Context: an optimization exercise on an open-source flow, tuned for small area. The choices shown serve that exercise and are no tape-out recipe. Where RTL was checked, it was by simulation tests only, not by an equivalence proof against the original. Power figures rest on the tool's default switching activity, not on a simulated workload.

Setup of exp/sierra:
// Graficos
module Graficos(
    input [1:0] Contador_pos_f,
    input [1:0] Contador_pos_h,
    input [1:0] Contador_pos_cr,
    input bit_alarma,
    input [23:0] ALARMA,
    input [7:0] DIR_DATO,
    input [3:0] POSICION,
    input READ,
    input P_FECHA,
    input P_HORA,
    input P_CRONO,
    input reloj,
    input resetM,
    output reg H_Syncreg,
    output reg V_Syncreg,
    output [3:0] R,
    output [3:0] G,
    output [3:0] B
    );
  reg [1:0] ph;         
  reg [9:0] Qh, Qv;
  reg       enV;
  reg       E;          
  always @(posedge reloj) begin
    enV <= 1'b0;
    if (resetM) begin
      ph <= 2'd0;
      Qh <= 10'd0;
    end else begin
      ph <= ph + 2'd1;
      if (Qh == 10'd800) begin
        Qh <= 10'd0;
        enV <= 1'b1;
      end else if (ph == 2'd3)
        Qh <= Qh + 10'd1;
    end
    if (resetM)
      Qv <= 10'd0;
    else if (Qv == 10'd525)
      Qv <= 10'd0;
    else if (enV)
      Qv <= Qv + 10'd1;
    H_Syncreg <= hs_n;
    V_Syncreg <= vs_n;
    E <= e_n;
  end
  wire st = (ph != 2'd3);    
  wire hs_n, vs_n, e_n, b123_n, bvh_n, hl_n;
  ctl_fn u_ctl(.Qh(Qh), .Qv(Qv), .E(E), .P_HORA(P_HORA), .P_FECHA(P_FECHA), .P_CRONO(P_CRONO),
               .Contador_pos_h(Contador_pos_h), .Contador_pos_f(Contador_pos_f), .Contador_pos_cr(Contador_pos_cr),
               .hs_n(hs_n), .vs_n(vs_n), .e_n(e_n), .b123_n(b123_n), .bvh_n(bvh_n), .hl_n(hl_n));
  reg B123, BVH;
  always @(posedge reloj) begin
    B123 <= b123_n;
    BVH <= bvh_n;
  end
  reg [3:0] DC, UNI;
  reg [6:0] P1, P2, P3, P4, P5, P6, P7, P8, P9, PC1, PC2, PC3;
  wire src_al = P_CRONO & ((POSICION == 4'd6) | (POSICION == 4'd7) | (POSICION == 4'd8));
  wire [7:0] src = ~src_al ? {DC, UNI} :
                   (POSICION == 4'd8) ? ALARMA[23:16] : (POSICION == 4'd7) ? ALARMA[15:8] : ALARMA[7:0];
  wire [6:0] ecode;
  pair_enc u_enc(.d(src), .c(ecode));
  wire [6:0] nb = resetM ? 7'd0 : ecode;
  wire rd = READ & ~resetM;
  always @(posedge reloj) begin
    if (resetM | READ) {DC, UNI} <= resetM ? 8'h00 : DIR_DATO;
    if (resetM | (rd & POSICION == 4'd5)) P1 <= nb;
    if (resetM | (rd & POSICION == 4'd4)) P2 <= nb;
    if (resetM | (rd & POSICION == 4'd3)) P3 <= nb;
  ...
==> flow/config.mk <==
export PLATFORM = sky130hd
export DESIGN_NAME = Graficos
export DESIGN_NICKNAME = Graficos
export VERILOG_FILES = /design/flow/design.v
export SDC_FILE = /design/flow/constraint.sdc
export NUM_CORES = 4
export LEC_CHECK = 0
export ABC_AREA = 1
export CAP_MARGIN = 20
export CORE_MARGIN = 2
export CORE_UTILIZATION = 30
export GPL_TIMING_DRIVEN = 0
export PLACE_DENSITY = 0.5
export SETUP_SLACK_MARGIN = 0.3
export SLEW_MARGIN = 20
export SYNTH_MEMORY_MAX_BITS = 262144
==> flow/constraint.sdc <==
create_clock -name core_clock -period 10.0 [get_ports {reloj}]
set_input_delay 2.0000 -clock core_clock [delete_from_list [all_inputs] [get_ports {reloj}]]
set_output_delay 2.0000 -clock core_clock [all_outputs]
set_load 0.01 [all_outputs]
standard.sh (not shown) runs the stock make flow with config.mk's settings and CLKGATE_MAP_FILE= SYNTH_SCRIPT=/design/flow/synth_recipe.tcl, a recipe that flattens the netlist after the stock synthesis.
==> flow/flow/run.sh <==
#!/bin/bash
# Layout flow: the standard flow (standard.sh) with three changes:
#  - synthesis maps the logic with an area-oriented ABC script (flow/abc_area.script, used
#    through ABC_AREA=1) in place of ORFS's abc_area.script; registers are untouched;
#  - input and output ports are buffered with the smallest buffer, sky130_fd_sc_hd__buf_1;
#  - clock tree synthesis inserts no dummy loads.
# The full output of the flow goes to standard.log.
set -e
SD=$PWD/orfs_scripts
rm -rf "$SD"
cp -r "$FLOW_HOME/scripts" "$SD"
cp flow/abc_area.script "$SD/abc_area.script"
export SCRIPTS_DIR="$SD"
export BUFFER_PORTS_ARGS="-buffer_cell sky130_fd_sc_hd__buf_1"
export CTS_ARGS="-sink_clustering_enable -repair_clock_nets -dont_use_dummy_load"
bash standard.sh > standard.log 2>&1
==> flow/flow/abc_area.script <==
strash
&get -n
&dch -f
&nf -p -F 10 -A 4 -R 1000
&put
exp/sierra finished every step from synthesis to the final layout, and the layout passed the timing, design-rule and antenna checks.
Edits applied to the flow inputs when going from exp/sierra to exp/harbor:
- GPL_TIMING_DRIVEN removed (was 0)
- SETUP_SLACK_MARGIN removed (was 0.3)
- Status | exp/harbor and exp/sierra | clean
- Delta (exp/harbor minus exp/sierra): max-slew violation count was more or less identical; total length of routed wires rose by 5.6%; cell-internal power now sits at about the same level.
- In the tables for exp/harbor and exp/sierra, first-iteration DRC count reads higher with exp/harbor.
- Summary of exp/harbor over exp/sierra: fill cell instance count of the final layout essentially unchanged, portion of total power attributed to the clock network increased 0.7 points, final clock skew increased 8.3 ps.
- exp/harbor ended up with a lower met2 track demand over resource than exp/sierra did.

* * *

Graficos, a different RTL version from the one above (not shown whole).
Size: about 3,200 cells after synthesis.
Settings: LEC_CHECK=0, ABC_AREA=1, CAP_MARGIN=20, CORE_MARGIN=2, CORE_UTILIZATION=25, PLACE_DENSITY=0.35, SLEW_MARGIN=20, SYNTH_MEMORY_MAX_BITS=262144; clock period 10.0 ns.
==> flow/flow/run.sh <==
#!/bin/bash
# Layout flow: the standard flow (standard.sh, unchanged synthesis), with the input and
# output ports buffered by the smallest buffer, sky130_fd_sc_hd__buf_1, and clock tree synthesis
# without dummy loads. The full output of the flow goes to standard.log.
set -e
export BUFFER_PORTS_ARGS="-buffer_cell sky130_fd_sc_hd__buf_1"
export CTS_ARGS="-sink_clustering_enable -repair_clock_nets -dont_use_dummy_load"
bash standard.sh > standard.log 2>&1
The starting point completed with no timing, DRC or antenna violations.
==> next run, changes <==
==> flow/flow/run.sh (replaced) <==
#!/bin/bash
# Layout flow: the standard flow (standard.sh) with three changes:
#  - synthesis maps the logic with an area-oriented ABC script (flow/abc_area.script, used
#    through ABC_AREA=1) in place of ORFS's abc_area.script; registers are untouched;
#  - input and output ports are buffered with the smallest buffer, sky130_fd_sc_hd__buf_1;
#  - clock tree synthesis inserts no dummy loads.
# The full output of the flow goes to standard.log.
set -e
SD=$PWD/orfs_scripts
rm -rf "$SD"
cp -r "$FLOW_HOME/scripts" "$SD"
cp flow/abc_area.script "$SD/abc_area.script"
export SCRIPTS_DIR="$SD"
export BUFFER_PORTS_ARGS="-buffer_cell sky130_fd_sc_hd__buf_1"
export CTS_ARGS="-sink_clustering_enable -repair_clock_nets -dont_use_dummy_load"
bash standard.sh > standard.log 2>&1
==> flow/flow/abc_area.script (new file) <==
strash
&get -n
&dch -f
&nf -p -F 10 -A 4 -R 1000
&put
=>
- setup slack got worse by 1.1 ns
- design area drops by a few percent
- wire length goes down by a few percent
Function was not checked in any run of this note: the RTL went through the layout flow alone.

[afterwards: timing with drivers on the ports]
The flow's constraints put no driver on any port. The routed layouts listed below were extracted and timed again, unchanged, in two steps. Step 1: set_driving_cell puts a clkbuf_16 on reloj and a buf_2 on each other input, an assumption about the parent block. Step 2, shift: input delay + t, output delay - t, t = (earliest + latest rising clock arrival at the registers) / 2. This alone moves slack from input paths to output paths. a / b / c = ideal / step 1 / step 2; a / b = the first two.
run	t, ns	setup WS [ns]	worst register clock-pin slew, ns
exp/sierra	0.479	0.636 / 0.636 / 0.636	0.07 / 0.07
exp/harbor	0.526	1.229 / 1.229 / 1.229	0.07 / 0.07
the first run of note 2	0.494	2.603 / 2.603 / 2.603	0.10 / 0.10
the second run of note 2	0.506	1.525 / 1.525 / 1.525	0.08 / 0.08
After both steps setup and hold are still met in every run listed.
